This design comes from an exercise in tuning for small area and a short achievable clock period on the open sky130 flow, not from production work.
The RTL was checked by simulation tests, not by an equivalence proof against the original design.
The clock port is modelled as an ideal driver, which makes a skipped or thinned clock tree look cheaper than it is; a real chip needs a root buffer or a tree.
Power is estimated from default activity; no workload was simulated.

== run A ==
==> flow/design.v (excerpt) <==
module Kernel(
    input  [7:0]  pixel_in,
    input         clk,
    input         rst_n,
    input         rst_clk,
    output [31:0] z_out,
    output        slow_clk_out
);
Size in the first run: roughly 5200 µm² of cells after synthesis.
clock: 3.0 ns
lec_check: 0
cap_margin: 20
core_margin: 2
core_utilization: 65
place_density: 0.75
setup_slack_margin: 1.6
slew_margin: 20
standard.sh (not shown) runs the stock make flow with config.mk's settings and CLKGATE_MAP_FILE= SYNTH_SCRIPT=/design/flow/synth_recipe.tcl, a recipe that flattens the netlist after the stock synthesis.
==> flow/flow/run.sh <==
#!/bin/bash
# The standard layout (standard.sh), with these changes:
#  - clock tree: flow/cts8.tcl (PRE_CTS_TCL) replaces TritonCTS (see there);
#  - buf_2 port buffers; one tie cell for the constant outputs;
#  - after the standard synthesis, fixfa.py flips full adders that Yosys
#    built with inverted inputs and outputs back to true polarity (same
#    function, fewer inverters) and rebuilds each from two xor2 and a maj3,
#    which are faster; registers are untouched.
# make's output goes to flow_*.log here; each step's log is under orfs/logs.
set -euo pipefail
ARGS=(
  "PRE_CTS_TCL=$PWD/flow/cts8.tcl"
  "BUFFER_PORTS_ARGS=-buffer_cell sky130_fd_sc_hd__buf_2"
  SKIP_REPAIR_TIE_FANOUT=1
)
R=orfs/results/sky130hd/Kernel/base
bash standard.sh "${ARGS[@]}" synth > flow_synth.log 2>&1
python3 flow/fixfa.py --split $R/1_2_yosys.v $R/1_2_yosys_fixfa.v > fixfa.log 2>&1
cp $R/1_2_yosys.v $R/1_2_yosys_orig.v
mv $R/1_2_yosys_fixfa.v $R/1_2_yosys.v
bash standard.sh "${ARGS[@]}" finish > flow_finish.log 2>&1
Other scripts of this flow, unchanged in this note and not shown: flow/flow/cts8.tcl, flow/flow/fixfa.py
In summary, run A completed successfully, with a layout that passed the timing, design-rule and antenna checks.
Edits applied to the flow inputs when going from run A to run B:
# run A
export LEC_CHECK = 0
export CAP_MARGIN = 20
export CORE_MARGIN = 2
export CORE_UTILIZATION = 65
export PLACE_DENSITY = 0.75
export SETUP_SLACK_MARGIN = 1.6
export SLEW_MARGIN = 20
create_clock -name core_clock -period 3.0 [get_ports {clk}]
# run B
export LEC_CHECK = 0
export CAP_MARGIN = 20
export CORE_MARGIN = 2
export CORE_UTILIZATION = 65
export PLACE_DENSITY = 0.75
export SETUP_SLACK_MARGIN = 1.7
export SLEW_MARGIN = 20
create_clock -name core_clock -period 3.0 [get_ports {clk}]
### Flow results
Compared with run A, in run B clock skew was more or less identical, combinational share of power rose 0.3 points, post-synthesis to final-layout area growth rose 3.8 points, area occupied by multi-input gates climbed 1.7%, post-route cell area went up 3.5%.
Input-level comparison between run C and run B:
# run B
export LEC_CHECK = 0
export CAP_MARGIN = 20
export CORE_MARGIN = 2
export CORE_UTILIZATION = 65
export PLACE_DENSITY = 0.75
export SETUP_SLACK_MARGIN = 1.7
export SLEW_MARGIN = 20
create_clock -name core_clock -period 3.0 [get_ports {clk}]
# run C
export LEC_CHECK = 0
export CAP_MARGIN = 20
export CORE_MARGIN = 2
export CORE_UTILIZATION = 65
export PLACE_DENSITY = 0.75
export SETUP_SLACK_MARGIN = 1.6
export SLEW_MARGIN = 20
create_clock -name core_clock -period 3.0 [get_ports {clk}]
diff --git a/flow/flow/run.sh b/flow/flow/run.sh
--- a/flow/flow/run.sh
+++ b/flow/flow/run.sh
@@ -5,6 +5,5 @@
 #  - after the standard synthesis, fixfa.py flips full adders that Yosys
 #    built with inverted inputs and outputs back to true polarity (same
-#    function, fewer inverters) and rebuilds each from two xor2 and a maj3,
-#    which are faster; registers are untouched.
+#    function, fewer inverters); registers are untouched.
 # make's output goes to flow_*.log here; each step's log is under orfs/logs.
 set -euo pipefail
@@ -16,5 +15,5 @@
 R=orfs/results/sky130hd/Kernel/base
 bash standard.sh "${ARGS[@]}" synth > flow_synth.log 2>&1
-python3 flow/fixfa.py --split $R/1_2_yosys.v $R/1_2_yosys_fixfa.v > fixfa.log 2>&1
+python3 flow/fixfa.py $R/1_2_yosys.v $R/1_2_yosys_fixfa.v > fixfa.log 2>&1
 cp $R/1_2_yosys.v $R/1_2_yosys_orig.v
 mv $R/1_2_yosys_fixfa.v $R/1_2_yosys.v
Results
According to the power report, total power for run C is lower than for run B. Between run B and run C, total wirelength of the detailed-routed design is higher for run B, run C comes in under that. Max minimum setup slack in the final design across run B and run C: run C.
In every run of this note, the design's own scripts or RTL, not TritonCTS, make the clock network.

==> static timing again, ports no longer ideal <==
No port has a modelled driver above. Below, the same layouts with a new extraction and two added sets of constraints.
Step 1 sets driving cells, clkbuf_16 on the clock port and buf_2 on the other inputs (assumed; they add their load-dependent delay and slew).
Step 2 times the ports against the registers' clock, not the clock port: input delays grow and output delays shrink by t, the midpoint of the rising clock arrivals with the driver on.
Slacks: no drivers / after step 1 / after step 2; pairs: no drivers / after step 1.
run | t, ns | slack for setup (ns) | worst setup path at the end | cell pins on the clock port's net
run A | 0.342 | 1.580 / 1.523 / 1.402 | input to register | 4
run B | 0.342 | 1.581 / 1.523 / 1.480 | input to register | 4
run C | 0.341 | 1.637 / 1.577 / 1.366 | input to register | 4
After both steps setup and hold are still met in every run listed. For run C, which loses most, drivers alone change the setup slack by -0.060 ns; drivers and shift together by -0.271 ns.
